Context: an optimization exercise on an open-source flow, tuned for small area. The choices shown serve that exercise and are no tape-out recipe.
The RTL was checked by simulation tests, not by an equivalence proof against the original design.
Power figures rest on the tool's default switching activity, not on a simulated workload. The clock port is modelled as an ideal driver; clocking choices that lean on that would not hold on a real chip.

// mips
module mips(
	input clk, reset,
	output [31:0] instr_addr,
	input [31:0] instr_in,
	output [31:0] data_addr,
	input [31:0] data_in,
	output logic [31:0] data_out,
	output logic [1:0] data_access_size,
	output data_rd_wr);
==> flow/config.mk <==
export PLATFORM = sky130hd
export DESIGN_NAME = mips
export DESIGN_NICKNAME = mips
export VERILOG_FILES = /design/flow/design.v
export SDC_FILE = /design/flow/constraint.sdc
export NUM_CORES = 4
export LEC_CHECK = 0
export CAP_MARGIN = 20
export CORE_MARGIN = 2
export CORE_UTILIZATION = 55
export CTS_BUF_LIST = sky130_fd_sc_hd__clkbuf_16
export CTS_CLUSTER_DIAMETER = 100
export CTS_CLUSTER_SIZE = 25
export PLACE_DENSITY = 0.7
export SLEW_MARGIN = 20
==> flow/constraint.sdc <==
create_clock -name core_clock -period 15.0 [get_ports {clk}]
set_input_delay 3.0000 -clock core_clock [delete_from_list [all_inputs] [get_ports {clk}]]
set_output_delay 3.0000 -clock core_clock [all_outputs]
set_load 0.01 [all_outputs]
standard.sh (not shown) runs the stock make flow with config.mk's settings and CLKGATE_MAP_FILE= SYNTH_SCRIPT=/design/flow/synth_recipe.tcl, a recipe that flattens the netlist after the stock synthesis.
==> flow/flow/run.sh <==
#!/bin/bash
# The standard layout (standard.sh), with two ORFS settings passed in the
# environment:
#  - ports are buffered with buf_1 cells instead of clkdlybuf4s50_1
#  - clock tree: sink clusters of up to 25 flip-flops, each driven by a
#    clkbuf_16, and no dummy loads
# standard.sh's full output goes to standard.log in this folder; ORFS's own
# per-step logs stay under orfs/logs.
set -o pipefail
export BUFFER_PORTS_ARGS="-buffer_cell sky130_fd_sc_hd__buf_1"
export CTS_ARGS="-sink_clustering_enable -repair_clock_nets -dont_use_dummy_load -sink_clustering_size 25 -sink_clustering_max_diameter 100 -buf_list sky130_fd_sc_hd__clkbuf_16"
bash standard.sh > standard.log 2>&1
Then changed:
--- a/flow/flow/run.sh
+++ b/flow/flow/run.sh
@@ -5 +5 @@
-#  - clock tree: sink clusters of up to 25 flip-flops, each driven by a
+#  - clock tree: sink clusters of up to 32 flip-flops, each driven by a
@@ -11 +11 @@
-export CTS_ARGS="-sink_clustering_enable -repair_clock_nets -dont_use_dummy_load -sink_clustering_size 25 -sink_clustering_max_diameter 100 -buf_list sky130_fd_sc_hd__clkbuf_16"
+export CTS_ARGS="-sink_clustering_enable -repair_clock_nets -dont_use_dummy_load -sink_clustering_size 32 -sink_clustering_max_diameter 90 -buf_list sky130_fd_sc_hd__clkbuf_16"
Clock-buffer cell count fell by 7. Synthesized cell count does not change. Total power came out lower by about 1.3%. Non-clock buffer count stays the same. Global-route usage came out lower by 0.18 points. Design area drops by about 0.47%. Die area does not change. Area after synthesis does not change. Final cell count barely changes. Via count goes down by 0.46%. Flip-flop and latch count does not change.

* * *

v6:
mips, a different RTL version from the one above (not shown whole).
Size: about 2,700 cells after synthesis, ~1,100 flip-flops, roughly 170 I/O pins, roughly 0.033 mm2 of cells after synthesis.
Settings: LEC_CHECK=0, CAP_MARGIN=20, CORE_MARGIN=2, CORE_UTILIZATION=55, CTS_BUF_LIST=sky130_fd_sc_hd__clkbuf_16, CTS_CLUSTER_DIAMETER=100, CTS_CLUSTER_SIZE=25, GPL_TIMING_DRIVEN=0, PLACE_DENSITY=0.7, SLEW_MARGIN=20; clock period 15.0 ns.
==> flow/flow/run.sh <==
#!/bin/bash
# The standard layout (standard.sh), with these ORFS settings changed
# through the environment:
#  - synthesis maps logic with an area-oriented ABC script (flow/abc_area.script,
#    used in place of ORFS's abc_speed.script in a copy of ORFS's scripts
#    folder); everything else in synthesis is unchanged, so the registers are
#    the standard synthesis's
#  - ports are buffered with buf_1 cells instead of clkdlybuf4s50_1
#  - clock tree: sink clusters of up to 32 flip-flops, each driven by a
#    clkbuf_16, and no dummy loads
# standard.sh's full output goes to standard.log in this folder; ORFS's own
# per-step logs stay under orfs/logs.
set -o pipefail
rm -rf scripts_abc
cp -r "$FLOW_HOME/scripts" scripts_abc
cp flow/abc_area.script scripts_abc/abc_speed.script
export SCRIPTS_DIR="$PWD/scripts_abc"
export BUFFER_PORTS_ARGS="-buffer_cell sky130_fd_sc_hd__buf_1"
export CTS_ARGS="-sink_clustering_enable -repair_clock_nets -dont_use_dummy_load -sink_clustering_size 32 -sink_clustering_max_diameter 90 -buf_list sky130_fd_sc_hd__clkbuf_16"
bash standard.sh > standard.log 2>&1
==> flow/flow/abc_area.script <==
&get -n
&st
&dch
&nf -R 1000 -p -F 16 -C 32
&put
topo
dnsize -c
Edits applied to the flow inputs when going from v6 to v57:
# v6
export LEC_CHECK = 0
export CAP_MARGIN = 20
export CORE_MARGIN = 2
export CORE_UTILIZATION = 55
export CTS_BUF_LIST = sky130_fd_sc_hd__clkbuf_16
export CTS_CLUSTER_DIAMETER = 100
export CTS_CLUSTER_SIZE = 25
export GPL_TIMING_DRIVEN = 0
export PLACE_DENSITY = 0.7
export SLEW_MARGIN = 20
create_clock -name core_clock -period 15.0 [get_ports {clk}]
# v57
export LEC_CHECK = 0
export CAP_MARGIN = 20
export CORE_MARGIN = 2
export CORE_UTILIZATION = 65
export CTS_BUF_LIST = sky130_fd_sc_hd__clkbuf_16
export CTS_CLUSTER_DIAMETER = 100
export CTS_CLUSTER_SIZE = 25
export PLACE_DENSITY = 0.8
export SLEW_MARGIN = 20
create_clock -name core_clock -period 15.0 [get_ports {clk}]
--- a/flow/flow/run.sh
+++ b/flow/flow/run.sh
@@ -8,0 +9,2 @@
+#  - after global routing, cells on paths with positive slack are sized down
+#    (ORFS's RECOVER_POWER, all such paths)
@@ -17,0 +20 @@
+export RECOVER_POWER=100
Findings:
What the final checks of v57 revealed, after a flow that finished every stage, was a layout that fails on capacitance limit, slew limit. Via density per instance, v57 vs v6: up by a few percent. a222oi_1 as the cell type of the slowest stage on the worst timing path was reported by v57, and mux2i_2 by v6. In the tables for v6 and v57, flip-flop and latch share of the layout cell area reads higher with v57. v6 → v57: count of final setup violators neither gained nor lost much; wire length picked up an extra 2.2%. | initial antenna violation count | v57 vs v6 | 2 higher |. Via count of the first global-routing pass in v57 vs v6: up 983. The higher power of v6 and v57 is in v6. v57 vs v6, startpoint of the worst setup timing path: instr_in[25] vs instr_in[20].
Edits applied to the flow inputs when going from v57 to v9:
--- a/flow/flow/run.sh
+++ b/flow/flow/run.sh
@@ -9,2 +9,3 @@
-#  - after global routing, cells on paths with positive slack are sized down
-#    (ORFS's RECOVER_POWER, all such paths)
+#  - timing-driven global placement keeps none of the resizer's trial
+#    buffers (they are only used to estimate timing); repair after placement
+#    and clock-tree synthesis still fixes what needs fixing
@@ -20 +21 @@
-export RECOVER_POWER=100
+export GPL_KEEP_OVERFLOW=0
- v9 finished all stages; the layout is clean.
- v9 vs v57, logic depth of the worst setup path including buffers went up by 2.
- v9 vs v57 on total routed wire length on the met1 layer: v9 is the higher one.
- Register bit total from synthesis came out exactly the same in v9 and v57.
- v9 ends up with higher met1 track demand over resource in global routing than v57 does.
- Run comparison: v57 end point of the critical path P[24]; v9 end point of the critical path P[27]
- From v57 to v9 the numbers moved as follows: total design power now sits higher; core utilization now sits higher; largest voltage drop on the vdd net now sits higher; non-clock buffer count now sits lower.
[inputs] v1 vs v9
--- a/flow/flow/run.sh
+++ b/flow/flow/run.sh
@@ -9,4 +9 @@
-#  - timing-driven global placement keeps none of the resizer's trial
-#    buffers (they are only used to estimate timing); repair after placement
-#    and clock-tree synthesis still fixes what needs fixing
-#  - clock tree: sink clusters of up to 32 flip-flops, each driven by a
+#  - clock tree: sink clusters of up to 40 flip-flops, each driven by a
@@ -21 +17,0 @@
-export GPL_KEEP_OVERFLOW=0
@@ -23 +19 @@
-export CTS_ARGS="-sink_clustering_enable -repair_clock_nets -dont_use_dummy_load -sink_clustering_size 32 -sink_clustering_max_diameter 90 -buf_list sky130_fd_sc_hd__clkbuf_16"
+export CTS_ARGS="-sink_clustering_enable -repair_clock_nets -dont_use_dummy_load -sink_clustering_size 40 -sink_clustering_max_diameter 40 -buf_list sky130_fd_sc_hd__clkbuf_16"
### Flow results
v1 reports a higher met2 track demand over resource in global routing than v9 does. [compare] base=v9 new=v1: sequential share of layout area decreased by 2.1 points relative to the old numbers; all-layer global routing usage higher; first-pass GRT wire length now sits higher; portion of total power attributed to combinational logic went down; post-placement setup slack climbed 2.27 ns.
diff inputs: v1 => v5
# v1
export LEC_CHECK = 0
export CAP_MARGIN = 20
export CORE_MARGIN = 2
export CORE_UTILIZATION = 65
export CTS_BUF_LIST = sky130_fd_sc_hd__clkbuf_16
export CTS_CLUSTER_DIAMETER = 100
export CTS_CLUSTER_SIZE = 25
export PLACE_DENSITY = 0.8
export SLEW_MARGIN = 20
create_clock -name core_clock -period 15.0 [get_ports {clk}]
# v5
export LEC_CHECK = 0
export CAP_MARGIN = 20
export CORE_MARGIN = 2
export CORE_UTILIZATION = 55
export CTS_BUF_LIST = sky130_fd_sc_hd__clkbuf_16
export CTS_CLUSTER_DIAMETER = 100
export CTS_CLUSTER_SIZE = 25
export PLACE_DENSITY = 0.7
export SLEW_MARGIN = 20
create_clock -name core_clock -period 15.0 [get_ports {clk}]
--- a/flow/flow/run.sh
+++ b/flow/flow/run.sh
@@ -9 +9 @@
-#  - clock tree: sink clusters of up to 40 flip-flops, each driven by a
+#  - clock tree: sink clusters of up to 32 flip-flops, each driven by a
@@ -19 +19 @@
-export CTS_ARGS="-sink_clustering_enable -repair_clock_nets -dont_use_dummy_load -sink_clustering_size 40 -sink_clustering_max_diameter 40 -buf_list sky130_fd_sc_hd__clkbuf_16"
+export CTS_ARGS="-sink_clustering_enable -repair_clock_nets -dont_use_dummy_load -sink_clustering_size 32 -sink_clustering_max_diameter 90 -buf_list sky130_fd_sc_hd__clkbuf_16"
Per the comparison of v5 with v1, worst setup margin +0.066 ns; reported net switching power -about 7%; fraction of layout cells with a size suffix above 1 -1.8 points; post-route cell area -0.0013 mm2.
Of v5 and v1, v1 shows the higher final-stage net count, with v5 below it.
NOTE final cell count v1->v5 increased slightly

## separate check: timing with driven ports
In the flow no input, the clock included, has a driving cell. The finished layouts below were timed again as built, in two steps. Step 1 assumes that a clkbuf_16 drives the clock port and a buf_2 every other input. Step 2 also shifts input and output timing later by t, the mid clock arrival at the registers, as if the neighbouring blocks saw the same clock. a / b / c = no drivers / after step 1 / after step 2; a / b = the first two.
run | t (ns) | setup slack, ns | worst data-port slew with drivers (ns)
the first run of note 1 | 0.668 | 1.079 / 1.103 / 0.434 | 0.04
the second run of note 1 | 0.657 | 1.008 / 1.035 / 0.378 | 0.04
v6 | 0.660 | 0.713 / 0.749 / 0.089 | 0.12
v57 | 0.637 | 0.725 / 0.757 / 0.120 | 0.08
v9 | 0.648 | 0.631 / 0.668 / 0.020 | 0.09
v1 | 0.701 | 0.704 / 0.742 / 0.041 | 0.07
v5 | 0.643 | 0.770 / 0.773 / 0.131 | 0.12
The setup slack of v1, which loses most, moves by +0.038 ns with the drivers and by -0.663 ns with both steps.
